Context: an optimization exercise on an open-source flow, tuned for small area and a short achievable clock period. The choices shown serve that exercise and are no tape-out recipe. Only simulation tests tie the RTL to the original design; equivalence was not proved.

[flow/run.sh]
#!/bin/bash
# Standard ORFS layout (the standard.sh), with changes to how it is made only:
#  - port buffers: buf_1 on inputs, buf_2 on outputs (flow/ports.tcl) instead of
#    the resizer's default pick (a slow delay buffer);
#  - timing repair aims at a setup margin below the clock period, so paths are
#    repaired toward the period the design can reach rather than only to 21 ns.
# Synthesis is the standard one, unchanged. Each tool's log stays under orfs/logs;
# make's own output goes to make_*.log here.
set -euo pipefail
here=$(pwd)
bash standard.sh synth > make_synth.log 2>&1
export DONT_BUFFER_PORTS=1
export PRE_GLOBAL_PLACE_TCL=$here/flow/ports.tcl
export SETUP_SLACK_MARGIN=15.85
bash standard.sh > make_layout.log 2>&1
[standard.sh]
#!/bin/bash
# synth_recipe.tcl (not shown) runs the flow's synth.tcl, then flattens the netlist and writes it again
# the make line also repeats each setting of config.mk as NAME=value (left out here)
make -C /OpenROAD-flow-scripts/flow DESIGN_CONFIG=/design/flow/config.mk WORK_HOME=/design/flow/orfs CLKGATE_MAP_FILE= SYNTH_SCRIPT=/design/flow/synth_recipe.tcl "${@:-finish}"
[design.v]
module nn #(parameter SIZE = 32) (
    input [SIZE-1:0] input_1,
    input [SIZE-1:0] input_2,
    input clk,
    input resetn,
    input enable,
    output [SIZE-1:0] final_output,
    output reg total_ovf,
    output reg total_zero,
    output [2:0] ovf_fsm_stage,
    output [2:0] zero_fsm_stage
);
    localparam [4:0] S_PRE = 5'd0, S_IN = 5'd1, S_OUT = 5'd2, S_POST = 5'd3,
                     S_IDLE = 5'd4, S_DEACT = 5'd8, S_LOAD = 5'd15;
    reg [4:0] st, nst;
    reg is_pre;          
    reg is_idle;         
    reg [28:0] fo_hi;    
    reg fo_2;            
    reg fo_lo;           
    assign final_output = {fo_hi, fo_2, fo_lo, fo_lo};
    reg [2:0] ostg_n, zstg_n;
    assign ovf_fsm_stage = ~ostg_n;
    assign zero_fsm_stage = ~zstg_n;
    reg [4:0] nst0, nst1;
    always @(*) begin
        case (st)
            S_DEACT: begin nst0 = S_DEACT; nst1 = fo_2 ? S_PRE : S_LOAD; end
            S_IDLE:  begin nst0 = S_DEACT; nst1 = S_PRE; end
            S_PRE:   begin nst0 = S_IN;    nst1 = S_IN; end
            S_IN:    begin nst0 = S_OUT;   nst1 = S_OUT; end
            S_OUT:   begin nst0 = S_POST;  nst1 = S_POST; end
            S_POST:  begin nst0 = S_IDLE;  nst1 = S_IDLE; end
            default: begin nst0 = st + 5'd1; nst1 = st + 5'd1; end
        endcase
    end
    always @(*) nst = enable ? nst1 : nst0;
    wire pre0 = (nst0 == S_PRE), pre1 = (nst1 == S_PRE);
    always @(posedge clk or negedge resetn)
        if (!resetn) begin
            st <= S_DEACT;
            is_pre <= 1'b0;
            is_idle <= 1'b0;
        end else begin
            st <= nst;
            is_pre <= enable ? pre1 : pre0;
            is_idle <= (st == S_POST);
        end
    reg signed [29:0] X;
    reg signed [30:0] Y;
    reg zxy;
    wire zin, zpre;
    nn_zdet ZD (.a(input_1[31:2]), .b(input_2[31:1]), .en(is_pre), .z(zin), .zen(zpre));
    always @(posedge clk) begin
        zxy <= zin;
        if (is_pre) begin
            X <= input_1[31:2];
            Y <= input_2[31:1];
        end
    end
    wire x3, y3, x4, y4, xq, yq;
    assign x3 = (~X[29] | (X[28] | (X[27] & (X[26] | (X[25] & (X[24] | (X[23] & (X[22] | (X[21] & (X[20] | (X[19] & (X[18] | (X[17] & (X[16] | (X[15] & (X[14] | (X[13] & (X[12] | (X[11] & (X[10] | (X[9] & (X[8] | (X[7] & (X[6] | (X[5] & (X[4] | (X[3] & (X[2] & (X[1] | (X[0] | 1'b1))))))))))))))))))))))))))))))
        & (X[29] | (~X[28] | (~X[27] & (~X[26] | (~X[25] & (~X[24] | (~X[23] & (~X[22] | (~X[21] & (~X[20] | (~X[19] & (~X[18] | (~X[17] & (~X[16] | (~X[15] & (~X[14] | (~X[13] & (~X[12] | (~X[11] & (~X[10] | (~X[9] & (~X[8] | (~X[7] & (~X[6] | (~X[5] & (~X[4] | (~X[3] & (~X[2] | (~X[1] & (~X[0] | 1'b1))))))))))))))))))))))))))))));
    assign y3 = (~Y[30] | (Y[29] & (Y[28] | (Y[27] | (Y[26] & (Y[25] & (Y[24] | (Y[23] | (Y[22] & (Y[21] & (Y[20] | (Y[19] | (Y[18] & (Y[17] & (Y[16] | (Y[15] | (Y[14] & (Y[13] & (Y[12] | (Y[11] | (Y[10] & (Y[9] & (Y[8] | (Y[7] | (Y[6] & (Y[5] & (Y[4] | (Y[3] | (Y[2] & (Y[1] & (Y[0] & 1'b1)))))))))))))))))))))))))))))))
        & (Y[30] | (~Y[29] & (~Y[28] | (~Y[27] | (~Y[26] & (~Y[25] & (~Y[24] | (~Y[23] | (~Y[22] & (~Y[21] & (~Y[20] | (~Y[19] | (~Y[18] & (~Y[17] & (~Y[16] | (~Y[15] | (~Y[14] & (~Y[13] & (~Y[12] | (~Y[11] | (~Y[10] & (~Y[9] & (~Y[8] | (~Y[7] | (~Y[6] & (~Y[5] & (~Y[4] | (~Y[3] | (~Y[2] & (~Y[1] & (~Y[0] | 1'b1)))))))))))))))))))))))))))))));
    assign x4 = (~X[29] | (X[28] & (X[27] & (X[26] & (X[25] | (X[24] & (X[23] | (X[22] & (X[21] | (X[20] & (X[19] | (X[18] & (X[17] | (X[16] & (X[15] | (X[14] & (X[13] | (X[12] & (X[11] | (X[10] & (X[9] | (X[8] & (X[7] | (X[6] & (X[5] | (X[4] & (X[3] | (X[2] & (X[1] & (X[0] | 1'b1))))))))))))))))))))))))))))))
        & (X[29] | (~X[28] & (~X[27] & (~X[26] & (~X[25] | (~X[24] & (~X[23] | (~X[22] & (~X[21] | (~X[20] & (~X[19] | (~X[18] & (~X[17] | (~X[16] & (~X[15] | (~X[14] & (~X[13] | (~X[12] & (~X[11] | (~X[10] & (~X[9] | (~X[8] & (~X[7] | (~X[6] & (~X[5] | (~X[4] & (~X[3] | (~X[2] & (~X[1] | (~X[0] | 1'b1))))))))))))))))))))))))))))));
    assign y4 = (~Y[30] | (Y[29] & (Y[28] & (Y[27] & (Y[26] & (Y[25] | (Y[24] & (Y[23] | (Y[22] & (Y[21] & (Y[20] & (Y[19] | (Y[18] | (Y[17] | (Y[16] | (Y[15] & (Y[14] | (Y[13] & (Y[12] | (Y[11] | (Y[10] | (Y[9] & (Y[8] & (Y[7] & (Y[6] & (Y[5] | (Y[4] & (Y[3] & (Y[2] | (Y[1] | (Y[0] | 1'b1)))))))))))))))))))))))))))))))
        & (Y[30] | (~Y[29] & (~Y[28] & (~Y[27] & (~Y[26] & (~Y[25] | (~Y[24] & (~Y[23] | (~Y[22] & (~Y[21] & (~Y[20] & (~Y[19] | (~Y[18] | (~Y[17] | (~Y[16] | (~Y[15] & (~Y[14] | (~Y[13] & (~Y[12] | (~Y[11] | (~Y[10] | (~Y[9] & (~Y[8] & (~Y[7] & (~Y[6] & (~Y[5] | (~Y[4] & (~Y[3] | (~Y[2] & (~Y[1] & (~Y[0] | 1'b1)))))))))))))))))))))))))))))));
    assign xq = (~X[29] | (X[28] & (X[27] & (X[26] & (X[25] | (X[24] | (X[23] | (X[22] & (X[21] & (X[20] & (X[19] | (X[18] | (X[17] | (X[16] & (X[15] & (X[14] & (X[13] | (X[12] | (X[11] | (X[10] & (X[9] & (X[8] & (X[7] | (X[6] | (X[5] | (X[4] & (X[3] & (X[2] & (X[1] & (X[0] | 1'b1))))))))))))))))))))))))))))))
        & (X[29] | (~X[28] & (~X[27] & (~X[26] & (~X[25] | (~X[24] | (~X[23] | (~X[22] & (~X[21] & (~X[20] & (~X[19] | (~X[18] | (~X[17] | (~X[16] & (~X[15] & (~X[14] & (~X[13] | (~X[12] | (~X[11] | (~X[10] & (~X[9] & (~X[8] & (~X[7] | (~X[6] | (~X[5] | (~X[4] & (~X[3] & (~X[2] | (~X[1] & (~X[0] & 1'b1))))))))))))))))))))))))))))));
    assign yq = (~Y[30] | (Y[29] & (Y[28] & (Y[27] & (Y[26] | (Y[25] | (Y[24] & (Y[23] & (Y[22] | (Y[21] | (Y[20] & (Y[19] & (Y[18] | (Y[17] | (Y[16] & (Y[15] & (Y[14] | (Y[13] | (Y[12] & (Y[11] & (Y[10] | (Y[9] | (Y[8] & (Y[7] & (Y[6] | (Y[5] | (Y[4] & (Y[3] & (Y[2] | (Y[1] & (Y[0] & 1'b1)))))))))))))))))))))))))))))))
        & (Y[30] | (~Y[29] & (~Y[28] & (~Y[27] & (~Y[26] | (~Y[25] | (~Y[24] & (~Y[23] & (~Y[22] | (~Y[21] | (~Y[20] & (~Y[19] & (~Y[18] | (~Y[17] | (~Y[16] & (~Y[15] & (~Y[14] | (~Y[13] | (~Y[12] & (~Y[11] & (~Y[10] | (~Y[9] | (~Y[8] & (~Y[7] & (~Y[6] | (~Y[5] | (~Y[4] & (~Y[3] & (~Y[2] | (~Y[1] | (~Y[0] | 1'b1)))))))))))))))))))))))))))))));
    wire [26:0] xs = X[26:0];
    wire [27:0] yv = Y[27:0];
    wire [31:0] ssum;             
    wire [31:29] vsum;
    wire ok32 = (ssum[31:30] == 2'b00) || (ssum[31:30] == 2'b11);   
    wire ok30 = (ssum[31:28] == 4'h0) || (ssum[31:28] == 4'hf);     
    wire v_ok = (vsum[31:29] == 3'b000) || (vsum[31:29] == 3'b111);
    reg qovf, qzero, ok32r, ok30r, n3;
    wire ovf3 = ~(x3 & y3);
    wire quirk = ostg_n[2];    
    wire ovf4 = quirk ? qovf : ~(x4 & y4 & ok32r);
    wire zero4 = quirk & qzero;         
    wire ovf5 = total_ovf | ~ok30r;
    always @(posedge clk) begin
        ok32r <= ok32;
        ok30r <= ok30;
    end
    always @(posedge clk or negedge resetn) begin
        if (!resetn) begin
            total_ovf <= 1'b0;
            ostg_n <= 3'd0;
        end else begin
            case (st)
                S_DEACT: if (enable) begin
                    total_ovf <= 1'b0; ostg_n <= 3'd0;
                end
                S_IN:   if (ovf3) begin total_ovf <= 1'b1; ostg_n <= ~3'd3; end
                S_OUT:  if (ovf4) begin total_ovf <= 1'b1; ostg_n <= ~3'd4; end
                S_POST: if (ovf5) begin total_ovf <= 1'b1; ostg_n <= ~3'd5; end
                default: ;
            endcase
        end
    end
    reg tz_o;
    reg [2:0] zs_o;
    always @(*) begin
        tz_o = total_zero;
        zs_o = zstg_n;
        case (st)
            S_DEACT: if (enable) begin tz_o = 1'b0; zs_o = 3'd0; end
            S_IN:    if (!ovf3 && zxy) begin tz_o = 1'b1; zs_o = ~3'd3; end
            S_OUT:   if (!ovf4 && zero4) begin tz_o = 1'b1; zs_o = ~3'd4; end
            default: ;
        endcase
    end
    always @(posedge clk or negedge resetn) begin
        if (!resetn) begin
            total_zero <= 1'b0;
            zstg_n <= 3'd0;
        end else begin
            total_zero <= zpre | tz_o;
            zstg_n <= zpre ? ~3'd2 : zs_o;
        end
    end
    always @(posedge clk or negedge resetn) begin
        if (!resetn) begin
            fo_hi <= 29'd0;
            fo_2 <= 1'b0;
            fo_lo <= 1'b0;
        end else if (st == S_POST) begin
            fo_2 <= 1'b1;
            fo_hi <= ovf5 ? {29{1'b1}} : ssum[28:0];
            fo_lo <= ovf5;
        end
    end
    always @(posedge clk)
        if (st == S_IN) n3 <= ~ovf3;
    always @(posedge clk or negedge resetn) begin
        if (!resetn) begin
            qovf <= 1'b0;
            qzero <= 1'b1;
        end else if (is_idle && n3) begin
            qovf <= ~(xq & yq & v_ok);
            qzero <= 1'b0;
        end
    end
  wire wS_1;
  wire wS_2;
  assign wS_1 = xs[0] ^ xs[1];
  assign wS_2 = xs[0] | xs[1];
  wire wS_3;
  wire wS_4;
  wS_fa uwS_3 (xs[1], xs[2], yv[1], wS_3, wS_4);
  wire wS_5;
  wire wS_6;
  assign wS_5 = xs[2] ^ xs[3];
  assign wS_6 = xs[2] | xs[3];
  wire wS_7;
  wire wS_8;
  wS_ha uwS_7 (yv[2], yv[3], wS_7, wS_8);
  wire wS_9;
  wire wS_10;
  assign wS_9 = xs[3] ^ xs[4];
  assign wS_10 = xs[3] | xs[4];
  wire wS_11;
  wire wS_12;
  wS_fa uwS_11 (yv[3], yv[4], yv[7], wS_11, wS_12);
  wire wS_13;
  wire wS_14;
  assign wS_13 = xs[4] ^ xs[5];
  assign wS_14 = xs[4] | xs[5];
  wire wS_15;
  wire wS_16;
  wS_fa uwS_15 (yv[4], yv[5], yv[8], wS_15, wS_16);
  wire wS_17;
  wire wS_18;
  assign wS_17 = xs[5] ^ xs[6];
  assign wS_18 = xs[5] | xs[6];
  wire wS_19;
  wire wS_20;
  wS_fa uwS_19 (yv[5], yv[6], yv[9], wS_19, wS_20);
  wire wS_21;
  wire wS_22;
  assign wS_21 = xs[6] ^ xs[7];
  assign wS_22 = xs[6] | xs[7];
  wire wS_23;
  wire wS_24;
  wS_fa uwS_23 (yv[6], yv[7], yv[10], wS_23, wS_24);
  wire wS_25;
  wire wS_26;
  assign wS_25 = xs[7] ^ xs[8];
  assign wS_26 = xs[7] | xs[8];
  wire wS_27;
  wire wS_28;
  wS_fa uwS_27 (yv[7], yv[8], yv[11], wS_27, wS_28);
  wire wS_29;
  wire wS_30;
  assign wS_29 = xs[8] ^ xs[9];
  assign wS_30 = xs[8] | xs[9];
  wire wS_31;
  wire wS_32;
  wS_fa uwS_31 (yv[8], yv[9], yv[12], wS_31, wS_32);
  wire wS_33;
  wire wS_34;
  assign wS_33 = xs[9] ^ xs[10];
  assign wS_34 = xs[9] | xs[10];
  wire wS_35;
  wire wS_36;
  wS_fa uwS_35 (yv[9], yv[10], yv[13], wS_35, wS_36);
  wire wS_37;
  wire wS_38;
  assign wS_37 = xs[10] ^ xs[11];
  assign wS_38 = xs[10] | xs[11];
  wire wS_39;
  wire wS_40;
  wS_fa uwS_39 (yv[10], yv[11], yv[14], wS_39, wS_40);
  wire wS_41;
  wire wS_42;
  assign wS_41 = xs[11] ^ xs[12];
  assign wS_42 = xs[11] | xs[12];
  wire wS_43;
  wire wS_44;
  wS_fa uwS_43 (yv[11], yv[12], yv[15], wS_43, wS_44);
  wire wS_45;
  wire wS_46;
  assign wS_45 = xs[12] ^ xs[13];
  assign wS_46 = xs[12] | xs[13];
  wire wS_47;
  wire wS_48;
  wS_fa uwS_47 (yv[12], yv[13], yv[16], wS_47, wS_48);
  wire wS_49;
  wire wS_50;
  assign wS_49 = xs[13] ^ xs[14];
  assign wS_50 = xs[13] | xs[14];
  wire wS_51;
  wire wS_52;
  wS_fa uwS_51 (yv[13], yv[14], yv[17], wS_51, wS_52);
  wire wS_53;
  wire wS_54;
  assign wS_53 = xs[14] ^ xs[15];
  assign wS_54 = xs[14] | xs[15];
  wire wS_55;
  wire wS_56;
  wS_fa uwS_55 (yv[14], yv[15], yv[18], wS_55, wS_56);
  wire wS_57;
  wire wS_58;
  assign wS_57 = xs[15] ^ xs[16];
  assign wS_58 = xs[15] | xs[16];
  wire wS_59;
  wire wS_60;
  wS_fa uwS_59 (yv[15], yv[16], yv[19], wS_59, wS_60);
  wire wS_61;
  wire wS_62;
  assign wS_61 = xs[16] ^ xs[17];
  assign wS_62 = xs[16] | xs[17];
  wire wS_63;
  wire wS_64;
  wS_fa uwS_63 (yv[16], yv[17], yv[20], wS_63, wS_64);
  wire wS_65;
  wire wS_66;
  assign wS_65 = xs[17] ^ xs[18];
  assign wS_66 = xs[17] | xs[18];
  wire wS_67;
  wire wS_68;
  wS_fa uwS_67 (yv[17], yv[18], yv[21], wS_67, wS_68);
  wire wS_69;
  wire wS_70;
  assign wS_69 = xs[18] ^ xs[19];
  assign wS_70 = xs[18] | xs[19];
  wire wS_71;
  wire wS_72;
  wS_fa uwS_71 (yv[18], yv[19], yv[22], wS_71, wS_72);
  wire wS_73;
  wire wS_74;
  assign wS_73 = xs[19] ^ xs[20];
  assign wS_74 = xs[19] | xs[20];
  wire wS_75;
  wire wS_76;
  wS_fa uwS_75 (yv[19], yv[20], yv[23], wS_75, wS_76);
  wire wS_77;
  wire wS_78;
  assign wS_77 = xs[20] ^ xs[21];
  assign wS_78 = xs[20] | xs[21];
  wire wS_79;
  wire wS_80;
  wS_fa uwS_79 (yv[20], yv[21], yv[24], wS_79, wS_80);
  wire wS_81;
  wire wS_82;
  assign wS_81 = xs[21] ^ xs[22];
  assign wS_82 = xs[21] | xs[22];
  wire wS_83;
  wire wS_84;
  wS_fa uwS_83 (yv[21], yv[22], yv[25], wS_83, wS_84);
  wire wS_85;
  wire wS_86;
  assign wS_85 = xs[22] ^ xs[23];
  assign wS_86 = xs[22] | xs[23];
  wire wS_87;
  wire wS_88;
  wS_fa uwS_87 (yv[22], yv[23], yv[26], wS_87, wS_88);
  wire wS_89;
  wire wS_90;
  wS_fa uwS_89 (xs[23], xs[24], yv[23], wS_89, wS_90);
  wire wS_91;
  wire wS_92;
  assign wS_91 = yv[24] ^ yv[27];
  assign wS_92 = yv[24] & ~yv[27];
  wire wS_93;
  wire wS_94;
  assign wS_93 = xs[24] ^ xs[25];
  assign wS_94 = xs[24] | xs[25];
  wire wS_95;
  wire wS_96;
  wS_ha uwS_95 (yv[24], yv[25], wS_95, wS_96);
  wire wS_97;
  wire wS_98;
  wS_fa uwS_97 (xs[25], yv[25], yv[26], wS_97, wS_98);
  wire wS_99;
  wire wS_100;
  assign wS_99 = yv[26] ^ xs[26];
  assign wS_100 = yv[26] | ~xs[26];
  wire wS_101;
  wire wS_102;
  assign wS_101 = xs[0] ^ yv[0];
  assign wS_102 = xs[0] | yv[0];
  wire wS_103;
  wire wS_104;
  wS_fa uwS_103 (yv[0], yv[1], yv[4], wS_103, wS_104);
  wire wS_105;
  wire wS_106;
  wS_fa uwS_105 (yv[2], yv[5], wS_3, wS_105, wS_106);
  wire wS_107;
  wire wS_108;
  wS_fa uwS_107 (yv[6], wS_7, wS_4, wS_107, wS_108);
  wire wS_109;
  wire wS_110;
  wS_fa uwS_109 (wS_11, wS_6, wS_8, wS_109, wS_110);
  wire wS_111;
  wire wS_112;
  wS_fa uwS_111 (wS_15, wS_10, wS_12, wS_111, wS_112);
  wire wS_113;
  wire wS_114;
  wS_fa uwS_113 (wS_19, wS_14, wS_16, wS_113, wS_114);
  wire wS_115;
  wire wS_116;
  wS_fa uwS_115 (wS_23, wS_18, wS_20, wS_115, wS_116);
  wire wS_117;
  wire wS_118;
  wS_fa uwS_117 (wS_27, wS_22, wS_24, wS_117, wS_118);
  wire wS_119;
  wire wS_120;
  wS_fa uwS_119 (wS_31, wS_26, wS_28, wS_119, wS_120);
  wire wS_121;
  wire wS_122;
  wS_fa uwS_121 (wS_35, wS_30, wS_32, wS_121, wS_122);
  wire wS_123;
  wire wS_124;
  wS_fa uwS_123 (wS_39, wS_34, wS_36, wS_123, wS_124);
  wire wS_125;
  wire wS_126;
  wS_fa uwS_125 (wS_43, wS_38, wS_40, wS_125, wS_126);
  wire wS_127;
  wire wS_128;
  wS_fa uwS_127 (wS_47, wS_42, wS_44, wS_127, wS_128);
  wire wS_129;
  wire wS_130;
  wS_fa uwS_129 (wS_51, wS_46, wS_48, wS_129, wS_130);
  wire wS_131;
  wire wS_132;
  wS_fa uwS_131 (wS_55, wS_50, wS_52, wS_131, wS_132);
  wire wS_133;
  wire wS_134;
  wS_fa uwS_133 (wS_59, wS_54, wS_56, wS_133, wS_134);
  wire wS_135;
  wire wS_136;
  wS_fa uwS_135 (wS_63, wS_58, wS_60, wS_135, wS_136);
  wire wS_137;
  wire wS_138;
  wS_fa uwS_137 (wS_67, wS_62, wS_64, wS_137, wS_138);
  wire wS_139;
  wire wS_140;
  wS_fa uwS_139 (wS_71, wS_66, wS_68, wS_139, wS_140);
  wire wS_141;
  wire wS_142;
  wS_fa uwS_141 (wS_75, wS_70, wS_72, wS_141, wS_142);
  wire wS_143;
  wire wS_144;
  wS_fa uwS_143 (wS_79, wS_74, wS_76, wS_143, wS_144);
  wire wS_145;
  wire wS_146;
  wS_fa uwS_145 (wS_83, wS_78, wS_80, wS_145, wS_146);
  wire wS_147;
  wire wS_148;
  wS_fa uwS_147 (wS_87, wS_82, wS_84, wS_147, wS_148);
  wire wS_149;
  wire wS_150;
  wS_fa uwS_149 (wS_89, wS_86, wS_88, wS_149, wS_150);
  wire wS_151;
  wire wS_152;
  wS_fa uwS_151 (wS_95, wS_90, wS_92, wS_151, wS_152);
  wire wS_153;
  wire wS_154;
  wS_fa uwS_153 (wS_97, wS_94, wS_96, wS_153, wS_154);
  wire wS_155;
  wire wS_156;
  wS_ha uwS_155 (wS_99, wS_98, wS_155, wS_156);
  wire wS_157;
  wire wS_158;
  assign wS_157 = wS_100 ^ yv[27];
  assign wS_158 = wS_100 | ~yv[27];
  wire wS_159;
  wire wS_160;
  wS_ha uwS_159 (wS_103, wS_102, wS_159, wS_160);
  wire wS_161;
  wire wS_162;
  wS_fa uwS_161 (wS_2, wS_105, wS_104, wS_161, wS_162);
  wire wS_163;
  wire wS_164;
  wS_fa uwS_163 (wS_107, wS_106, ~wS_5, wS_163, wS_164);
  wire wS_165;
  wire wS_166;
  wS_fa uwS_165 (wS_109, wS_108, ~wS_9, wS_165, wS_166);
  wire wS_167;
  wire wS_168;
  wS_fa uwS_167 (wS_111, wS_110, ~wS_13, wS_167, wS_168);
  wire wS_169;
  wire wS_170;
  wS_fa uwS_169 (wS_113, wS_112, ~wS_17, wS_169, wS_170);
  wire wS_171;
  wire wS_172;
  wS_fa uwS_171 (wS_115, wS_114, ~wS_21, wS_171, wS_172);
  wire wS_173;
  wire wS_174;
  wS_fa uwS_173 (wS_117, wS_116, ~wS_25, wS_173, wS_174);
  wire wS_175;
  wire wS_176;
  wS_fa uwS_175 (wS_119, wS_118, ~wS_29, wS_175, wS_176);
  wire wS_177;
  wire wS_178;
  wS_fa uwS_177 (wS_121, wS_120, ~wS_33, wS_177, wS_178);
  wire wS_179;
  wire wS_180;
  wS_fa uwS_179 (wS_123, wS_122, ~wS_37, wS_179, wS_180);
  wire wS_181;
  wire wS_182;
  wS_fa uwS_181 (wS_125, wS_124, ~wS_41, wS_181, wS_182);
  wire wS_183;
  wire wS_184;
  wS_fa uwS_183 (wS_127, wS_126, ~wS_45, wS_183, wS_184);
  wire wS_185;
  wire wS_186;
  wS_fa uwS_185 (wS_129, wS_128, ~wS_49, wS_185, wS_186);
  wire wS_187;
  wire wS_188;
  wS_fa uwS_187 (wS_131, wS_130, ~wS_53, wS_187, wS_188);
  wire wS_189;
  wire wS_190;
  wS_fa uwS_189 (wS_133, wS_132, ~wS_57, wS_189, wS_190);
  wire wS_191;
  wire wS_192;
  wS_fa uwS_191 (wS_135, wS_134, ~wS_61, wS_191, wS_192);
  wire wS_193;
  wire wS_194;
  wS_fa uwS_193 (wS_137, wS_136, ~wS_65, wS_193, wS_194);
  wire wS_195;
  wire wS_196;
  wS_fa uwS_195 (wS_139, wS_138, ~wS_69, wS_195, wS_196);
  wire wS_197;
  wire wS_198;
  wS_fa uwS_197 (wS_141, wS_140, ~wS_73, wS_197, wS_198);
  wire wS_199;
  wire wS_200;
  wS_fa uwS_199 (wS_143, wS_142, ~wS_77, wS_199, wS_200);
  wire wS_201;
  wire wS_202;
  wS_fa uwS_201 (wS_145, wS_144, ~wS_81, wS_201, wS_202);
  wire wS_203;
  wire wS_204;
  wS_fa uwS_203 (wS_147, wS_146, ~wS_85, wS_203, wS_204);
  wire wS_205;
  wire wS_206;
  wS_fa uwS_205 (wS_149, wS_148, ~wS_91, wS_205, wS_206);
  wire wS_207;
  wire wS_208;
  wS_fa uwS_207 (wS_151, wS_150, ~wS_93, wS_207, wS_208);
  wire wS_209;
  wire wS_210;
  wS_fa uwS_209 (wS_153, wS_152, ~xs[26], wS_209, wS_210);
  wire wS_211;
  wire wS_212;
  wS_fa uwS_211 (wS_155, wS_154, ~yv[27], wS_211, wS_212);
  wire wS_213;
  wire wS_214;
  wS_ha uwS_213 (wS_157, wS_156, wS_213, wS_214);
  wire [31:0] wS_a = {wS_213, wS_211, wS_209, wS_207, wS_205, wS_203, wS_201, wS_199, wS_197, wS_195, wS_193, wS_191, wS_189, wS_187, wS_185, wS_183, wS_181, wS_179, wS_177, wS_175, wS_173, wS_171, wS_169, wS_167, wS_165, wS_163, wS_161, ~wS_1, yv[3], yv[2], yv[1], yv[0]};
  wire [31:0] wS_b = {wS_212, wS_210, wS_208, wS_206, wS_204, wS_202, wS_200, wS_198, wS_196, wS_194, wS_192, wS_190, wS_188, wS_186, wS_184, wS_182, wS_180, wS_178, wS_176, wS_174, wS_172, wS_170, wS_168, wS_166, wS_164, wS_162, wS_160, wS_159, ~wS_101, 1'b1, 1'b1, 1'b0};
  wire [31:0] wS_p0 = wS_a ^ wS_b;
  wire [31:0] wS_g0 = wS_a & wS_b;
  wire wS_G0_1 = wS_g0[1] | (wS_p0[1] & wS_g0[0]);
  wire wS_P0_1 = wS_p0[1] & wS_p0[0];
  wire wS_G0_3 = wS_g0[3] | (wS_p0[3] & wS_g0[2]);
  wire wS_P0_3 = wS_p0[3] & wS_p0[2];
  wire wS_G0_5 = wS_g0[5] | (wS_p0[5] & wS_g0[4]);
  wire wS_P0_5 = wS_p0[5] & wS_p0[4];
  wire wS_G0_7 = wS_g0[7] | (wS_p0[7] & wS_g0[6]);
  wire wS_P0_7 = wS_p0[7] & wS_p0[6];
  wire wS_G0_9 = wS_g0[9] | (wS_p0[9] & wS_g0[8]);
  wire wS_P0_9 = wS_p0[9] & wS_p0[8];
  wire wS_G0_11 = wS_g0[11] | (wS_p0[11] & wS_g0[10]);
  wire wS_P0_11 = wS_p0[11] & wS_p0[10];
  wire wS_G0_13 = wS_g0[13] | (wS_p0[13] & wS_g0[12]);
  wire wS_P0_13 = wS_p0[13] & wS_p0[12];
  wire wS_G0_15 = wS_g0[15] | (wS_p0[15] & wS_g0[14]);
  wire wS_P0_15 = wS_p0[15] & wS_p0[14];
  wire wS_G0_17 = wS_g0[17] | (wS_p0[17] & wS_g0[16]);
  wire wS_P0_17 = wS_p0[17] & wS_p0[16];
  wire wS_G0_19 = wS_g0[19] | (wS_p0[19] & wS_g0[18]);
  wire wS_P0_19 = wS_p0[19] & wS_p0[18];
  wire wS_G0_21 = wS_g0[21] | (wS_p0[21] & wS_g0[20]);
  wire wS_P0_21 = wS_p0[21] & wS_p0[20];
  wire wS_G0_23 = wS_g0[23] | (wS_p0[23] & wS_g0[22]);
  wire wS_P0_23 = wS_p0[23] & wS_p0[22];
  wire wS_G0_25 = wS_g0[25] | (wS_p0[25] & wS_g0[24]);
  wire wS_P0_25 = wS_p0[25] & wS_p0[24];
  wire wS_G0_27 = wS_g0[27] | (wS_p0[27] & wS_g0[26]);
  wire wS_P0_27 = wS_p0[27] & wS_p0[26];
  wire wS_G0_29 = wS_g0[29] | (wS_p0[29] & wS_g0[28]);
  wire wS_P0_29 = wS_p0[29] & wS_p0[28];
  wire wS_G0_31 = wS_g0[31] | (wS_p0[31] & wS_g0[30]);
  wire wS_P0_31 = wS_p0[31] & wS_p0[30];
  wire wS_G1_3 = wS_G0_3 | (wS_P0_3 & wS_G0_1);
  wire wS_P1_3 = wS_P0_3 & wS_P0_1;
  wire wS_G1_7 = wS_G0_7 | (wS_P0_7 & wS_G0_5);
  wire wS_P1_7 = wS_P0_7 & wS_P0_5;
  wire wS_G1_11 = wS_G0_11 | (wS_P0_11 & wS_G0_9);
  wire wS_P1_11 = wS_P0_11 & wS_P0_9;
  wire wS_G1_15 = wS_G0_15 | (wS_P0_15 & wS_G0_13);
  wire wS_P1_15 = wS_P0_15 & wS_P0_13;
  wire wS_G1_19 = wS_G0_19 | (wS_P0_19 & wS_G0_17);
  wire wS_P1_19 = wS_P0_19 & wS_P0_17;
  wire wS_G1_23 = wS_G0_23 | (wS_P0_23 & wS_G0_21);
  wire wS_P1_23 = wS_P0_23 & wS_P0_21;
  wire wS_G1_27 = wS_G0_27 | (wS_P0_27 & wS_G0_25);
  wire wS_P1_27 = wS_P0_27 & wS_P0_25;
  wire wS_G1_31 = wS_G0_31 | (wS_P0_31 & wS_G0_29);
  wire wS_P1_31 = wS_P0_31 & wS_P0_29;
  wire wS_G2_7 = wS_G1_7 | (wS_P1_7 & wS_G1_3);
  wire wS_P2_7 = wS_P1_7 & wS_P1_3;
  wire wS_G2_15 = wS_G1_15 | (wS_P1_15 & wS_G1_11);
  wire wS_P2_15 = wS_P1_15 & wS_P1_11;
  wire wS_G2_23 = wS_G1_23 | (wS_P1_23 & wS_G1_19);
  wire wS_P2_23 = wS_P1_23 & wS_P1_19;
  wire wS_G2_31 = wS_G1_31 | (wS_P1_31 & wS_G1_27);
  wire wS_P2_31 = wS_P1_31 & wS_P1_27;
  wire wS_G3_15 = wS_G2_15 | (wS_P2_15 & wS_G2_7);
  wire wS_P3_15 = wS_P2_15 & wS_P2_7;
  wire wS_G3_31 = wS_G2_31 | (wS_P2_31 & wS_G2_23);
  wire wS_P3_31 = wS_P2_31 & wS_P2_23;
  wire wS_G4_31 = wS_G3_31 | (wS_P3_31 & wS_G3_15);
  wire wS_P4_31 = wS_P3_31 & wS_P3_15;
  wire wS_G5_23 = wS_G2_23 | (wS_P2_23 & wS_G3_15);
  wire wS_P5_23 = wS_P2_23 & wS_P3_15;
  wire wS_G6_11 = wS_G1_11 | (wS_P1_11 & wS_G2_7);
  wire wS_P6_11 = wS_P1_11 & wS_P2_7;
  wire wS_G6_19 = wS_G1_19 | (wS_P1_19 & wS_G3_15);
  wire wS_P6_19 = wS_P1_19 & wS_P3_15;
  wire wS_G6_27 = wS_G1_27 | (wS_P1_27 & wS_G5_23);
  wire wS_P6_27 = wS_P1_27 & wS_P5_23;
  wire wS_G7_5 = wS_G0_5 | (wS_P0_5 & wS_G1_3);
  wire wS_P7_5 = wS_P0_5 & wS_P1_3;
  wire wS_G7_9 = wS_G0_9 | (wS_P0_9 & wS_G2_7);
  wire wS_P7_9 = wS_P0_9 & wS_P2_7;
  wire wS_G7_13 = wS_G0_13 | (wS_P0_13 & wS_G6_11);
  wire wS_P7_13 = wS_P0_13 & wS_P6_11;
  wire wS_G7_17 = wS_G0_17 | (wS_P0_17 & wS_G3_15);
  wire wS_P7_17 = wS_P0_17 & wS_P3_15;
  wire wS_G7_21 = wS_G0_21 | (wS_P0_21 & wS_G6_19);
  wire wS_P7_21 = wS_P0_21 & wS_P6_19;
  wire wS_G7_25 = wS_G0_25 | (wS_P0_25 & wS_G5_23);
  wire wS_P7_25 = wS_P0_25 & wS_P5_23;
  wire wS_G7_29 = wS_G0_29 | (wS_P0_29 & wS_G6_27);
  wire wS_P7_29 = wS_P0_29 & wS_P6_27;
  wire wS_G8_2 = wS_g0[2] | (wS_p0[2] & wS_G0_1);
  wire wS_P8_2 = wS_p0[2] & wS_P0_1;
  wire wS_G8_4 = wS_g0[4] | (wS_p0[4] & wS_G1_3);
  wire wS_P8_4 = wS_p0[4] & wS_P1_3;
  wire wS_G8_6 = wS_g0[6] | (wS_p0[6] & wS_G7_5);
  wire wS_P8_6 = wS_p0[6] & wS_P7_5;
  wire wS_G8_8 = wS_g0[8] | (wS_p0[8] & wS_G2_7);
  wire wS_P8_8 = wS_p0[8] & wS_P2_7;
  wire wS_G8_10 = wS_g0[10] | (wS_p0[10] & wS_G7_9);
  wire wS_P8_10 = wS_p0[10] & wS_P7_9;
  wire wS_G8_12 = wS_g0[12] | (wS_p0[12] & wS_G6_11);
  wire wS_P8_12 = wS_p0[12] & wS_P6_11;
  wire wS_G8_14 = wS_g0[14] | (wS_p0[14] & wS_G7_13);
  wire wS_P8_14 = wS_p0[14] & wS_P7_13;
  wire wS_G8_16 = wS_g0[16] | (wS_p0[16] & wS_G3_15);
  wire wS_P8_16 = wS_p0[16] & wS_P3_15;
  wire wS_G8_18 = wS_g0[18] | (wS_p0[18] & wS_G7_17);
  wire wS_P8_18 = wS_p0[18] & wS_P7_17;
  wire wS_G8_20 = wS_g0[20] | (wS_p0[20] & wS_G6_19);
  wire wS_P8_20 = wS_p0[20] & wS_P6_19;
  wire wS_G8_22 = wS_g0[22] | (wS_p0[22] & wS_G7_21);
  wire wS_P8_22 = wS_p0[22] & wS_P7_21;
  wire wS_G8_24 = wS_g0[24] | (wS_p0[24] & wS_G5_23);
  wire wS_P8_24 = wS_p0[24] & wS_P5_23;
  wire wS_G8_26 = wS_g0[26] | (wS_p0[26] & wS_G7_25);
  wire wS_P8_26 = wS_p0[26] & wS_P7_25;
  wire wS_G8_28 = wS_g0[28] | (wS_p0[28] & wS_G6_27);
  wire wS_P8_28 = wS_p0[28] & wS_P6_27;
  wire wS_G8_30 = wS_g0[30] | (wS_p0[30] & wS_G7_29);
  wire wS_P8_30 = wS_p0[30] & wS_P7_29;
  wire [31:0] wsum_t;
  assign wsum_t[0] = wS_p0[0];
  assign wsum_t[1] = wS_p0[1] ^ wS_g0[0];
  assign wsum_t[2] = wS_p0[2] ^ wS_G0_1;
  assign wsum_t[3] = wS_p0[3] ^ wS_G8_2;
  assign wsum_t[4] = wS_p0[4] ^ wS_G1_3;
  assign wsum_t[5] = wS_p0[5] ^ wS_G8_4;
  assign wsum_t[6] = wS_p0[6] ^ wS_G7_5;
  assign wsum_t[7] = wS_p0[7] ^ wS_G8_6;
  assign wsum_t[8] = wS_p0[8] ^ wS_G2_7;
  assign wsum_t[9] = wS_p0[9] ^ wS_G8_8;
  assign wsum_t[10] = wS_p0[10] ^ wS_G7_9;
  assign wsum_t[11] = wS_p0[11] ^ wS_G8_10;
  assign wsum_t[12] = wS_p0[12] ^ wS_G6_11;
  assign wsum_t[13] = wS_p0[13] ^ wS_G8_12;
  assign wsum_t[14] = wS_p0[14] ^ wS_G7_13;
  assign wsum_t[15] = wS_p0[15] ^ wS_G8_14;
  assign wsum_t[16] = wS_p0[16] ^ wS_G3_15;
  assign wsum_t[17] = wS_p0[17] ^ wS_G8_16;
  assign wsum_t[18] = wS_p0[18] ^ wS_G7_17;
  assign wsum_t[19] = wS_p0[19] ^ wS_G8_18;
  assign wsum_t[20] = wS_p0[20] ^ wS_G6_19;
  assign wsum_t[21] = wS_p0[21] ^ wS_G8_20;
  assign wsum_t[22] = wS_p0[22] ^ wS_G7_21;
  assign wsum_t[23] = wS_p0[23] ^ wS_G8_22;
  assign wsum_t[24] = wS_p0[24] ^ wS_G5_23;
  assign wsum_t[25] = wS_p0[25] ^ wS_G8_24;
  assign wsum_t[26] = wS_p0[26] ^ wS_G7_25;
  assign wsum_t[27] = wS_p0[27] ^ wS_G8_26;
  assign wsum_t[28] = wS_p0[28] ^ wS_G6_27;
  assign wsum_t[29] = wS_p0[29] ^ wS_G8_28;
  assign wsum_t[30] = wS_p0[30] ^ wS_G7_29;
  assign wsum_t[31] = wS_p0[31] ^ wS_G8_30;
    assign ssum = wsum_t;
  wire vS_1;
  wire vS_2;
  assign vS_1 = xs[23] ^ xs[26];
  assign vS_2 = xs[23] | ~xs[26];
  wire vS_3;
  wire vS_4;
  vS_ha uvS_3 (xs[0], xs[3], vS_3, vS_4);
  wire vS_5;
  wire vS_6;
  vS_fa uvS_5 (xs[1], xs[4], ~yv[2], vS_5, vS_6);
  wire vS_7;
  wire vS_8;
  vS_fa uvS_7 (xs[2], xs[5], ~yv[3], vS_7, vS_8);
  wire vS_9;
  wire vS_10;
  vS_fa uvS_9 (xs[3], xs[6], ~yv[4], vS_9, vS_10);
  wire vS_11;
  wire vS_12;
  vS_fa uvS_11 (xs[4], xs[7], ~yv[5], vS_11, vS_12);
  wire vS_13;
  wire vS_14;
  vS_fa uvS_13 (xs[5], xs[8], ~yv[6], vS_13, vS_14);
  wire vS_15;
  wire vS_16;
  vS_fa uvS_15 (xs[6], xs[9], ~yv[7], vS_15, vS_16);
  wire vS_17;
  wire vS_18;
  vS_fa uvS_17 (xs[7], xs[10], ~yv[8], vS_17, vS_18);
  wire vS_19;
  wire vS_20;
  vS_fa uvS_19 (xs[8], xs[11], ~yv[9], vS_19, vS_20);
  wire vS_21;
  wire vS_22;
  vS_fa uvS_21 (xs[9], xs[12], ~yv[10], vS_21, vS_22);
  wire vS_23;
  wire vS_24;
  vS_fa uvS_23 (xs[10], xs[13], ~yv[11], vS_23, vS_24);
  wire vS_25;
  wire vS_26;
  vS_fa uvS_25 (xs[11], xs[14], ~yv[12], vS_25, vS_26);
  wire vS_27;
  wire vS_28;
  vS_fa uvS_27 (xs[12], xs[15], ~yv[13], vS_27, vS_28);
  wire vS_29;
  wire vS_30;
  vS_fa uvS_29 (xs[13], xs[16], ~yv[14], vS_29, vS_30);
  wire vS_31;
  wire vS_32;
  vS_fa uvS_31 (xs[14], xs[17], ~yv[15], vS_31, vS_32);
  wire vS_33;
  wire vS_34;
  vS_fa uvS_33 (xs[15], xs[18], ~yv[16], vS_33, vS_34);
  wire vS_35;
  wire vS_36;
  vS_fa uvS_35 (xs[16], xs[19], ~yv[17], vS_35, vS_36);
  wire vS_37;
  wire vS_38;
  vS_fa uvS_37 (xs[17], xs[20], ~yv[18], vS_37, vS_38);
  wire vS_39;
  wire vS_40;
  vS_fa uvS_39 (xs[18], xs[21], ~yv[19], vS_39, vS_40);
  wire vS_41;
  wire vS_42;
  vS_fa uvS_41 (xs[19], xs[22], ~yv[20], vS_41, vS_42);
  wire vS_43;
  wire vS_44;
  vS_fa uvS_43 (xs[20], xs[23], ~yv[21], vS_43, vS_44);
  wire vS_45;
  wire vS_46;
  vS_fa uvS_45 (xs[21], xs[24], ~yv[22], vS_45, vS_46);
  wire vS_47;
  wire vS_48;
  vS_fa uvS_47 (xs[22], xs[25], ~yv[23], vS_47, vS_48);
  wire vS_49;
  wire vS_50;
  assign vS_49 = vS_1 ^ yv[24];
  assign vS_50 = vS_1 & ~yv[24];
  wire vS_51;
  wire vS_52;
  vS_fa uvS_51 (xs[24], yv[27], vS_2, vS_51, vS_52);
  wire vS_53;
  wire vS_54;
  assign vS_53 = xs[25] ^ yv[26];
  assign vS_54 = xs[25] | ~yv[26];
  wire vS_55;
  wire vS_56;
  assign vS_55 = yv[27] ^ xs[26];
  assign vS_56 = yv[27] | ~xs[26];
  wire vS_57;
  wire vS_58;
  assign vS_57 = xs[0] ^ yv[0];
  assign vS_58 = xs[0] | ~yv[0];
  wire vS_59;
  wire vS_60;
  assign vS_59 = xs[1] ^ yv[1];
  assign vS_60 = xs[1] | ~yv[1];
  wire vS_61;
  wire vS_62;
  vS_fa uvS_61 (~xs[2], yv[0], yv[2], vS_61, vS_62);
  wire vS_63;
  wire vS_64;
  vS_fa uvS_63 (~vS_3, yv[1], yv[3], vS_63, vS_64);
  wire vS_65;
  wire vS_66;
  vS_fa uvS_65 (vS_5, vS_4, ~yv[4], vS_65, vS_66);
  wire vS_67;
  wire vS_68;
  vS_fa uvS_67 (vS_7, vS_6, ~yv[5], vS_67, vS_68);
  wire vS_69;
  wire vS_70;
  vS_fa uvS_69 (vS_9, vS_8, ~yv[6], vS_69, vS_70);
  wire vS_71;
  wire vS_72;
  vS_fa uvS_71 (vS_11, vS_10, ~yv[7], vS_71, vS_72);
  wire vS_73;
  wire vS_74;
  vS_fa uvS_73 (vS_13, vS_12, ~yv[8], vS_73, vS_74);
  wire vS_75;
  wire vS_76;
  vS_fa uvS_75 (vS_15, vS_14, ~yv[9], vS_75, vS_76);
  wire vS_77;
  wire vS_78;
  vS_fa uvS_77 (vS_17, vS_16, ~yv[10], vS_77, vS_78);
  wire vS_79;
  wire vS_80;
  vS_fa uvS_79 (vS_19, vS_18, ~yv[11], vS_79, vS_80);
  wire vS_81;
  wire vS_82;
  vS_fa uvS_81 (vS_21, vS_20, ~yv[12], vS_81, vS_82);
  wire vS_83;
  wire vS_84;
  vS_fa uvS_83 (vS_23, vS_22, ~yv[13], vS_83, vS_84);
  wire vS_85;
  wire vS_86;
  vS_fa uvS_85 (vS_25, vS_24, ~yv[14], vS_85, vS_86);
  wire vS_87;
  wire vS_88;
  vS_fa uvS_87 (vS_27, vS_26, ~yv[15], vS_87, vS_88);
  wire vS_89;
  wire vS_90;
  vS_fa uvS_89 (vS_29, vS_28, ~yv[16], vS_89, vS_90);
  wire vS_91;
  wire vS_92;
  vS_fa uvS_91 (vS_31, vS_30, ~yv[17], vS_91, vS_92);
  wire vS_93;
  wire vS_94;
  vS_fa uvS_93 (vS_33, vS_32, ~yv[18], vS_93, vS_94);
  wire vS_95;
  wire vS_96;
  vS_fa uvS_95 (vS_35, vS_34, ~yv[19], vS_95, vS_96);
  wire vS_97;
  wire vS_98;
  vS_fa uvS_97 (vS_37, vS_36, ~yv[20], vS_97, vS_98);
  wire vS_99;
  wire vS_100;
  vS_fa uvS_99 (vS_39, vS_38, ~yv[21], vS_99, vS_100);
  wire vS_101;
  wire vS_102;
  vS_fa uvS_101 (vS_41, vS_40, ~yv[22], vS_101, vS_102);
  wire vS_103;
  wire vS_104;
  vS_fa uvS_103 (vS_43, vS_42, ~yv[23], vS_103, vS_104);
  wire vS_105;
  wire vS_106;
  vS_fa uvS_105 (vS_45, vS_44, ~yv[24], vS_105, vS_106);
  wire vS_107;
  wire vS_108;
  vS_fa uvS_107 (vS_47, vS_46, ~yv[25], vS_107, vS_108);
  wire vS_109;
  wire vS_110;
  vS_fa uvS_109 (~vS_48, yv[26], vS_49, vS_109, vS_110);
  wire vS_111;
  wire vS_112;
  vS_fa uvS_111 (vS_51, vS_50, ~yv[25], vS_111, vS_112);
  wire vS_113;
  wire vS_114;
  vS_ha uvS_113 (vS_53, vS_52, vS_113, vS_114);
  wire vS_115;
  wire vS_116;
  vS_ha uvS_115 (vS_55, vS_54, vS_115, vS_116);
  wire vS_c1 = (vS_57 & 1'b0) | (vS_57 & 1'b0) | (1'b0 & 1'b0);
  wire vS_c2 = (vS_59 & vS_58) | (vS_59 & vS_c1) | (vS_58 & vS_c1);
  wire vS_c3 = (~vS_61 & vS_60) | (~vS_61 & vS_c2) | (vS_60 & vS_c2);
  wire vS_c4 = (~vS_63 & ~vS_62) | (~vS_63 & vS_c3) | (~vS_62 & vS_c3);
  wire vS_c5 = (vS_65 & ~vS_64) | (vS_65 & vS_c4) | (~vS_64 & vS_c4);
  wire vS_c6 = (vS_67 & vS_66) | (vS_67 & vS_c5) | (vS_66 & vS_c5);
  wire vS_c7 = (vS_69 & vS_68) | (vS_69 & vS_c6) | (vS_68 & vS_c6);
  wire vS_c8 = (vS_71 & vS_70) | (vS_71 & vS_c7) | (vS_70 & vS_c7);
  reg vS_cr8;
  always @(posedge clk) vS_cr8 <= vS_c8;
  wire vS_c9 = (vS_73 & vS_72) | (vS_73 & vS_cr8) | (vS_72 & vS_cr8);
  wire vS_c10 = (vS_75 & vS_74) | (vS_75 & vS_c9) | (vS_74 & vS_c9);
  wire vS_c11 = (vS_77 & vS_76) | (vS_77 & vS_c10) | (vS_76 & vS_c10);
  wire vS_c12 = (vS_79 & vS_78) | (vS_79 & vS_c11) | (vS_78 & vS_c11);
  wire vS_c13 = (vS_81 & vS_80) | (vS_81 & vS_c12) | (vS_80 & vS_c12);
  wire vS_c14 = (vS_83 & vS_82) | (vS_83 & vS_c13) | (vS_82 & vS_c13);
  wire vS_c15 = (vS_85 & vS_84) | (vS_85 & vS_c14) | (vS_84 & vS_c14);
  wire vS_c16 = (vS_87 & vS_86) | (vS_87 & vS_c15) | (vS_86 & vS_c15);
  reg vS_cr16;
  always @(posedge clk) vS_cr16 <= vS_c16;
  wire vS_c17 = (vS_89 & vS_88) | (vS_89 & vS_cr16) | (vS_88 & vS_cr16);
  wire vS_c18 = (vS_91 & vS_90) | (vS_91 & vS_c17) | (vS_90 & vS_c17);
  wire vS_c19 = (vS_93 & vS_92) | (vS_93 & vS_c18) | (vS_92 & vS_c18);
  wire vS_c20 = (vS_95 & vS_94) | (vS_95 & vS_c19) | (vS_94 & vS_c19);
  wire vS_c21 = (vS_97 & vS_96) | (vS_97 & vS_c20) | (vS_96 & vS_c20);
  wire vS_c22 = (vS_99 & vS_98) | (vS_99 & vS_c21) | (vS_98 & vS_c21);
  wire vS_c23 = (vS_101 & vS_100) | (vS_101 & vS_c22) | (vS_100 & vS_c22);
  wire vS_c24 = (vS_103 & vS_102) | (vS_103 & vS_c23) | (vS_102 & vS_c23);
  reg vS_cr24;
  always @(posedge clk) vS_cr24 <= vS_c24;
  wire vS_c25 = (vS_105 & vS_104) | (vS_105 & vS_cr24) | (vS_104 & vS_cr24);
  wire vS_c26 = (vS_107 & vS_106) | (vS_107 & vS_c25) | (vS_106 & vS_c25);
  wire vS_c27 = (~vS_109 & vS_108) | (~vS_109 & vS_c26) | (vS_108 & vS_c26);
  wire vS_c28 = (vS_111 & ~vS_110) | (vS_111 & vS_c27) | (~vS_110 & vS_c27);
  wire vS_c29 = (vS_113 & vS_112) | (vS_113 & vS_c28) | (vS_112 & vS_c28);
  wire vS_s29 = vS_115 ^ vS_114 ^ vS_c29;
  wire vS_c30 = (vS_115 & vS_114) | (vS_115 & vS_c29) | (vS_114 & vS_c29);
  wire vS_s30 = vS_56 ^ vS_116 ^ vS_c30;
  wire vS_c31 = (vS_56 & vS_116) | (vS_56 & vS_c30) | (vS_116 & vS_c30);
  wire vS_s31 = 1'b1 ^ 1'b0 ^ vS_c31;
    assign vsum = {vS_s31, vS_s30, vS_s29};
endmodule
module nn_zdet(input [29:0] a, input [30:0] b, input en, output z, output zen);
  assign z = ~|a | ~|b;
  assign zen = en & z;
endmodule
module wS_fa(input a, input b, input c, output s, output co);
  assign s = a ^ b ^ c;
  assign co = (a & b) | (a & c) | (b & c);
endmodule
module wS_ha(input a, input b, output s, output co);
  assign s = a ^ b;
  assign co = a & b;
endmodule
module vS_fa(input a, input b, input c, output s, output co);
  assign s = a ^ b ^ c;
  assign co = (a & b) | (a & c) | (b & c);
endmodule
module vS_ha(input a, input b, output s, output co);
  assign s = a ^ b;
  assign co = a & b;
endmodule
[flow/ports.tcl]
# Port buffers (sourced before global placement, in place of ORFS's own
# buffer_ports call): every input and output port still gets a buffer.
buffer_ports -inputs -buffer_cell sky130_fd_sc_hd__buf_1
buffer_ports -outputs -buffer_cell sky130_fd_sc_hd__buf_2
[constraint.sdc]
create_clock -name core_clock -period 21.0 [get_ports {clk}]
set_input_delay 4.2000 -clock core_clock [delete_from_list [all_inputs] [get_ports {clk}]]
set_output_delay 4.2000 -clock core_clock [all_outputs]
set_load 0.01 [all_outputs]
[config.mk]
export PLATFORM = sky130hd
export DESIGN_NAME = nn
export DESIGN_NICKNAME = nn
export VERILOG_FILES = /design/flow/design.v
export SDC_FILE = /design/flow/constraint.sdc
export NUM_CORES = 4
export LEC_CHECK = 0
export CAP_MARGIN = 20
export CORE_MARGIN = 2
export CORE_UTILIZATION = 60
export CTS_BUF_LIST = sky130_fd_sc_hd__clkbuf_8
export CTS_CLUSTER_DIAMETER = 100
export CTS_CLUSTER_SIZE = 40
export SLEW_MARGIN = 20
export SYNTH_HIERARCHICAL = 1
==> reports/qor.yml, run 1 <==
clocking:
  clockBufferDepth: 2
  clk_latency_ns: 0.45
  cts_buffers: 17
  path_clk_slew_ns: 0.08
  hold_buffers: 0
  cts_sinks: 116
  cts_tree: "done"
  h-tree-depth: 4
  root_buffer: "clkbuf_8"
worst_setup_path:
  arrival_ns: 5.52
  crit_slowest_cell: "fa_2"
  critPathCaptureType: "flop"
  worst_setup_path_start_kind: "flop"
  path_cells: "buf_6 -> fa_1 -> fa_1 -> fa_2 -> ha_4 -> a21o_1 -> a221oi_2 -> o21bai_1 -> a21oi_2 -> a31oi_4 -> a221o_1 -> a41oi_2 -> a211o_1 -> fa_2 -> xnor2_2 -> xor2_1 -> inv_1 -> ha_4 -> nand3_2 -> o21ai_2"
  worstPathRequired_ns: 21.31
  path_class: "reg -> reg"
  path_buf_inv: 2
  cp_max_fo: 3
  r2r_cells: 20
  crit_family: "adder cells"
  cpPeakStageDelay_ns: 0.59
  r2r_start: "Y[9]$_DFFE_PP_"
  r2r_end: "ok30r$_DFF_P_"
  r2r_slack_ns: 15.79
drt:
  postRouteAntennaNets: 0
  drtIter0Drc: 583
  wl_per_cell_um: 20.8
  routed_wl_um: 24000
  drc: 0
  vias: 6941
  via_per_inst: 6.03
  drt_first_pass_iters: 5
placement:
  portBuffers: 103
  placed_area_um2: 10200
  dp_hpwl_um: 18300
  placed_cells: 1077
  place_congestion: 0.896
  preCtsSetupSlack_ns: 14.87
cells_and_area:
  antennaDiodeCount: 0
  fin_util_pct: 67.7
  final_nets: 1200
  stdcell_count: 1151
  fillers: 1226
  post-route-cell-area_um2: 11100
  syn_to_final_growth_pct: 11.9
  drive_gt1_share_pct: 15.0
sta:
  min_period_over_period_pct: 24.8
  setup_viol: 0
  timing.final.crit_period_ns: 5.21
  setup_tns_ns: 0
  final_hold_viol_count: 0
  slew_headroom_pct: 45.3
  fmax_ghz: 0.192
  rsz0062_at_grt: "true"
  finClkSkew_ns: 0.0284
  fin_ws_ns: 15.79
  slew_viol_final: 0
  worst_pin_slew_ns: 0.816
hold_path:
  holdPathStages: 1
  hp-class: "reg -> reg"
  min_from: "qzero$_DFFE_PN1P_"
  whs_endpoint: "qzero$_DFFE_PN1P_"
logic_synthesis:
  ys_async_sr_fraction_pct: 41.4
  ys_warn_count: 7
  synth_edf_count: 62
  syn_inst: 867
  synth_xor_area_share_pct: 1.76
  syn_nets: 1149
  yosysSeqAreaShare_pct: 32.1
  ys_ff_latch: 116
  ys_types: 66
  synth_mux_area_share_pct: 0.302
  synth.avg_cell_area_um2: 11.5
  synthAdderAreaFrac_pct: 39.5
  synth_top_family_by_area: "adder cells"
  netlist_area_um2: 9940
  synth-main-ff-cell: "edfxtp_1"
  synth_compound_area_share_pct: 11.5
  synth-simple-area-share_pct: 8.88
flow_run:
  maxCapViolCount: 0
grt:
  grt_pass1_vias: 7608
  track_usage_pct: 29.2
  antenna_found_initial: 0
  overflow: 0
  grt_pass1_wl_um: 39600
  grt_max_degree: 63
die:
  die-area_um2: 17600
  die_w_um: 133
  core_area_um2: 16400
  start_util_pct: 60.6
  io_pins: 107
  die_y_um: 133
  rows: 47
outcome:
  status: "no timing/DRC/antenna violations"
[placed cells by master, fill, tap and decap left out, drive strengths merged, types with 4 or more instances in the layout]
master | netlist | final
a2111oi | 4 | 4
a211o | 4 | 4
a211oi | 7 | 7
a21o | 6 | 6
a21oi | 52 | 52
a31oi | 5 | 5
a41oi | 4 | 4
and2 | 5 | 5
and3 | 5 | 5
buf | 4 | 43
clkbuf | 7 | 17
clkinv | 1 | 10
dfrtp | 46 | 46
dfxtp | 6 | 6
edfxtp | 62 | 62
fa | 140 | 140
ha | 75 | 75
inv | 142 | 144
maj3 | 17 | 17
nand2 | 24 | 24
nand2b | 7 | 7
nand3 | 19 | 19
nand4 | 13 | 13
nor2 | 53 | 53
nor3 | 19 | 19
nor4 | 21 | 21
o211ai | 8 | 8
o21a | 5 | 5
o21ai | 19 | 19
o221ai | 6 | 6
o22a | 13 | 13
o22ai | 6 | 6
o31ai | 5 | 5
xnor2 | 17 | 17
[worst max path at each step]
stage | start | end | cells past startpoint
CTS | input_1[4] | zstg_n[0]$_DFFE_PN0P_ | 6
global route | Y[9]$_DFFE_PP_ | ok30r$_DFF_P_ | 20
finish | Y[9]$_DFFE_PP_ | ok30r$_DFF_P_ | 20
detailed placement | input_1[3] | zstg_n[0]$_DFFE_PN0P_ | 6
floorplan | input_2[15] | zstg_n[0]$_DFFE_PN0P_ | 6
global placement | input_1[3] | zstg_n[0]$_DFFE_PN0P_ | 6
[Yosys stat by module (local to each module, per instance)]
module   copies in the design  cells  flip-flops and latches  area, um^2
nn_zdet                     1     22                       0         146
nn                          1    713                     116        7210
vS_ha                       3      1                       0        12.5
wS_ha                       5      1                       0        12.5
vS_fa                      49      1                       0        20.0
wS_fa                      75      1                       0        20.0
[worst register-to-register path: stages, from the launching register on]
cell and delay (ns):
edfxtp_1 0.49, buf_6 0.17, fa_1 0.48, fa_1 0.52
fa_2 0.59, ha_4 0.21, a21o_1 0.18, a221oi_2 0.26
o21bai_1 0.14, a21oi_2 0.23, a31oi_4 0.12, a221o_1 0.39
a41oi_2 0.19, a211o_1 0.18, fa_2 0.22, xnor2_2 0.11
xor2_1 0.22, inv_1 0.11, ha_4 0.17, nand3_2 0.06
o21ai_2 0.05
[routing by layer]
layer	global-route usage (%)	vias up	wire length (um)
met1	41.8	3531	10700
met3	6.32	30	1710
met4	9.20	0	448
met5	0	-	0
met2	45.3	249	11100
li1	-	3131	-
[cells by family after synthesis]
| logic type | Yosys count |
|---|---|
| AOI/OAI and AO/OA | 165 |
| xor gates and xnor gates | 20 |
| adders and majority gates | 232 |
| buffers and inverters | 154 |
| DFF | 116 |
| muxes | 3 |
| and+or+nand+nor | 177 |
[metrics by stage]
stage               hold slack, ns
detailed placement           0.489
global route                 0.514
CTS                          0.501
floorplan                    0.473
global placement             0.483
finish                       0.501
[cell type report]
class / instances / area [um^2] / share of cell area, %
inverter: 143 / 537 / 4.83
clock buffer: 17 / 234 / 2.11
timing repair buffer: 43 / 334 / 3.01
clock inverter: 15 / 134 / 1.20
tap: 220 / 275 / 2.48
multi-input combinational: 597 / 6410 / 57.7
sequential: 116 / 3190 / 28.7
[synth_stat cells, types with 4 or more instances]
library cell	n	area share, %
fa_1	140	28
inv_1	139	5.3
ha_1	75	9.4
edfxtp_1	62	19
nor2_1	53	2.0
a21oi_1	50	2.5
dfrtp_1	46	12
nand2_1	24	0.91
nor4_1	20	1.3
nand3_1	19	0.96
nor3_1	19	0.96
xnor2_1	17	1.5
o21ai_0	16	0.81
nand4_1	13	0.82
o22a_1	13	1.1
maj3_2	12	1.4
o211ai_1	8	0.60
a211oi_1	7	0.53
clkbuf_1	7	0.26
nand2b_1	7	0.44
a21o_1	6	0.45
dfxtp_1	6	1.2
o221ai_1	6	0.53
a31oi_1	5	0.31
and2_1	5	0.31
and3_1	5	0.31
maj3_1	5	0.50
o21a_1	5	0.38
o22ai_1	5	0.31
o31ai_1	5	0.38
a211o_1	4	0.35
a41oi_1	4	0.35
[flip-flops by register name, indices dropped and copies added (netlist names)]
| register | flops |
|---|---|
| n3 | 1 |
| fo_hi | 29 |
| is_pre | 1 |
| vS_cr8 | 1 |
| total_ovf | 1 |
| st | 5 |
| vS_cr16 | 1 |
| is_idle | 1 |
| vS_cr24 | 1 |
| qzero | 1 |
| zstg_n | 3 |
| total_zero | 1 |
| ostg_n | 3 |
| ok32r | 1 |
| fo_2 | 1 |
| zxy | 1 |
| X | 30 |
| ok30r | 1 |
| fo_lo | 1 |
| Y | 31 |
| qovf | 1 |
[repair_timing]
action	4_1_cts	5_1_grt
pin swaps	28	24
gates resized for setup	28	16
endpoints found under the setup margin	9	11
buffers inserted	37	5
==> inputs of run 2 (changes only) <==
--- a/flow/run.sh
+++ b/flow/run.sh
@@ -11,5 +11,5 @@
 bash standard.sh synth > make_synth.log 2>&1
 export DONT_BUFFER_PORTS=1
 export PRE_GLOBAL_PLACE_TCL=$here/flow/ports.tcl
-export SETUP_SLACK_MARGIN=15.85
+export SETUP_SLACK_MARGIN=15.65
 bash standard.sh > make_layout.log 2>&1
==> run 2 against run 1 <==
  * Core utilization up 0.20 points
  * Global-route usage is essentially flat
  * Highest routed layer is now met5
  * Critical endpoint unchanged
  * Synthesized cell count unchanged
  * Hold slack got worse by 0.0055 ns
  * Register-to-register slack worse by 0.07 ns
  * Die area is the same
  * Sequential cell count is the same
  * Clock skew shrank 0.0052 ns
  * Critical path type unchanged
  * Final cell count is essentially flat
  * Still clean on timing, DRC and antenna
==> reports/qor.yml, run 2 <==
clocking:
  cts_buffers: 17
  clockBufferDepth: 2
  path_clk_slew_ns: 0.08
  root_buffer: "clkbuf_8"
  cts_tree: "done"
  hold_buffers: 0
  h-tree-depth: 4
  clk_latency_ns: 0.45
  cts_sinks: 116
worst_setup_path:
  path_cells: "fa_1 -> fa_1 -> fa_1 -> ha_4 -> o21a_1 -> o221ai_1 -> o22ai_2 -> nand2_2 -> a31oi_4 -> a221o_1 -> a41oi_2 -> a211o_1 -> fa_2 -> xnor2_2 -> xor2_1 -> inv_1 -> ha_4 -> nand3_2 -> o21ai_2"
  worst_setup_path_start_kind: "flop"
  path_buf_inv: 1
  cp_max_fo: 5
  worstPathRequired_ns: 21.32
  critPathCaptureType: "flop"
  crit_family: "adder cells"
  cpPeakStageDelay_ns: 0.59
  arrival_ns: 5.60
  path_class: "reg -> reg"
  crit_start: "X[1]$_DFFE_PP_"
  r2r_start: "X[1]$_DFFE_PP_"
  path_common_cell: "fa_1"
  crit_slowest_cell: "fa_1"
logic_synthesis:
  yosysSeqAreaShare_pct: 32.1
  ys_async_sr_fraction_pct: 41.4
  synth_top_family_by_area: "adder cells"
  syn_inst: 867
  synth-simple-area-share_pct: 8.88
  yosysTopAreaCellShare_pct: 28.2
  ys_types: 66
  syn_nets: 1149
  synth_xor_area_share_pct: 1.76
  synth-main-ff-cell: "edfxtp_1"
  synthAdderAreaFrac_pct: 39.5
  post-synth-top-area-cell: "fa_1"
  synth_area_leaders: "fa_1 (28%), edfxtp_1 (19%), dfrtp_1 (12%)"
  netlist_area_um2: 9940
  ys_warn_count: 7
  synth_compound_area_share_pct: 11.5
  ys_ff_latch: 116
  synth.top_cells.by_count: "fa_1 (140), inv_1 (139), ha_1 (75)"
  synth_edf_count: 62
  synth_mux_area_share_pct: 0.302
  synth.avg_cell_area_um2: 11.5
  yosysMostFrequentCell: "fa_1"
outcome:
  status: "no timing/DRC/antenna violations"
drt:
  via_per_inst: 6.08
  wl_per_cell_um: 21.1
  drtIter0Drc: 565
  vias: 7009
  routed_wl_um: 24300
  drt_first_pass_iters: 4
  postRouteAntennaNets: 0
  drc: 0
grt:
  antenna_found_initial: 1
  grt_pass1_wl_um: 39500
  track_usage_pct: 29.3
  grt_pass1_vias: 7679
  grt_max_degree: 63
  overflow: 0
die:
  start_util_pct: 60.6
  core_area_um2: 16400
  die-area_um2: 17600
  die_w_um: 133
  io_pins: 107
  rows: 47
  die_y_um: 133
flow_run:
  maxCapViolCount: 0
cells_and_area:
  largest_reg_flops: 31
  stdcell_count: 1152
  regMostFlops: "Y"
  drive_gt1_share_pct: 14.1
  final_common_cell: "inv_1"
  syn_to_final_growth_pct: 12.2
  final_nets: 1201
  antennaDiodeCount: 0
  top_regs: "Y: 31 flops, X: 30 flops, fo_hi: 29 flops"
  final_cell_mix: "inv_1 (138), fa_1 (133), ha_1 (67)"
sta:
  timing.final.crit_period_ns: 5.28
  slew_viol_final: 0
  slew_headroom_pct: 43.9
  fmax_ghz: 0.189
  fin_hold_ws_ns: 0.496
  finClkSkew_ns: 0.0232
  final_hold_viol_count: 0
  setup_tns_ns: 0
  worst_pin_slew_ns: 0.837
  min_period_over_period_pct: 25.1
  rsz0062_at_grt: "true"
  setup_viol: 0
hold_path:
  hp-class: "reg -> reg"
  min_from: "qzero$_DFFE_PN1P_"
placement:
  place_congestion: 0.890
  portBuffers: 103
  placed_cells: 1077
  dp_hpwl_um: 18600
==> run 2: path summary, 6_finish.rpt <==
kind / endpoint / slack, ns / cells past startpoint
max: ok30r$_DFF_P_ / 15.72 / 19
min reg2reg: qzero$_DFFE_PN1P_ / 0.50 / 1
min in group asynchronous: fo_hi[5]$_DFFE_PN0P_ / 3.43 / 0
max reg2reg: ok30r$_DFF_P_ / 15.72 / 19
max in group asynchronous: qzero$_DFFE_PN1P_ / 17.36 / 0
min: qzero$_DFFE_PN1P_ / 0.50 / 1
==> run 2: per-module statistics from Yosys (local to each module, per instance) <==
module | times used | flops+latches
wS_fa | 75 | 0
vS_fa | 49 | 0
vS_ha | 3 | 0
nn | 1 | 116
wS_ha | 5 | 0
nn_zdet | 1 | 0
==> run 2: kinds of logic (layout without fill, tap and decap cells) <==
kind of cell             Yosys count  in the layout
adder cells (fa/ha/maj)          232            232
AND/OR/NAND/NOR                  177            177
AO/OA/AOI/OAI                    165            165
buffers and inverters            154            219
flip-flops                       116            116
XOR/XNOR                          20             20
multiplexers                       3              3
==> run 2: area by class of cell <==
| type | instances | area, um^2 |
|---|---|---|
| Timing Repair Buffer | 44 | 342 |
| Clock inverter | 14 | 176 |
| Tap cell | 220 | 275 |
| Multi-Input combinational cell | 597 | 6380 |
| Sequential cell | 116 | 3190 |
| Inverter | 143 | 537 |
| Clock buffer | 18 | 248 |
| Fill cell | 1220 | 5260 |
==> run 2: layer usage <==
layer  track usage, %  part of all wire (%)  routed length [um]
met1             41.6                    45               11000
met2             45.2                    46               11200
met3             6.93                   6.7                1640
met4             9.08                   1.8                 450
met5                0                 0.049                  12
==> run 2: worst register-to-register path: stages (launching register included) <==
cell	delay (ns)
edfxtp_1	0.53
fa_1	0.60
fa_1	0.45
fa_1	0.53
ha_4	0.30
o21a_1	0.14
o221ai_1	0.17
o22ai_2	0.27
nand2_2	0.11
a31oi_4	0.22
a221o_1	0.22
a41oi_2	0.16
a211o_1	0.31
fa_2	0.41
xnor2_2	0.14
xor2_1	0.22
inv_1	0.10
ha_4	0.16
nand3_2	0.07
o21ai_2	0.06
==> run 2: through the flow <==
step | util, % | worst slack, ns | area, um^2
floorplan | - | 15.73 | 9940
global placement | 62.0 | 14.86 | 10200
detailed placement | 62.0 | 14.82 | 10200
CTS | 66.4 | 15.65 | 10900
global route | 67.9 | 15.53 | 11100
finish | 67.9 | 15.72 | 11100
==> run 2: what timing repair did <==
action / in CTS / in global routing
gates resized for setup: 18 / 21
buffers inserted: 25 / 18
gates cloned: 0 / 0
setup endpoints to repair: 6 / 3
pin swaps: 18 / 33

==> port drivers added, routing unchanged <==
The flow's constraints put no driver on any port. The routed layouts listed below were extracted and timed again, unchanged, in two steps. Step 1 (the two cells are an assumption about what drives the block):
set clk [get_ports {clk}]
set_driving_cell -lib_cell sky130_fd_sc_hd__clkbuf_16 $clk
set_driving_cell -lib_cell sky130_fd_sc_hd__buf_2 [delete_from_list [all_inputs] $clk]
Step 2 times the ports against the registers' clock, not the clock port: input delays grow and output delays shrink by t, the midpoint of the rising clock arrivals with the driver on. Slacks: no drivers / after step 1 / after step 2; pairs: no drivers / after step 1.
| run | t (ns) | setup slack, ns | clock arrival spread, ns |
|---|---|---|---|
| run 1 | 0.476 | 15.794 / 15.794 / 15.381 | 0.029 / 0.028 |
| run 2 | 0.469 | 15.719 / 15.719 / 15.317 | 0.028 / 0.028 |
After both steps setup and hold are still met in every run listed. For run 1, which loses most, drivers alone change the setup slack by 0.000 ns; drivers and shift together by -0.413 ns.
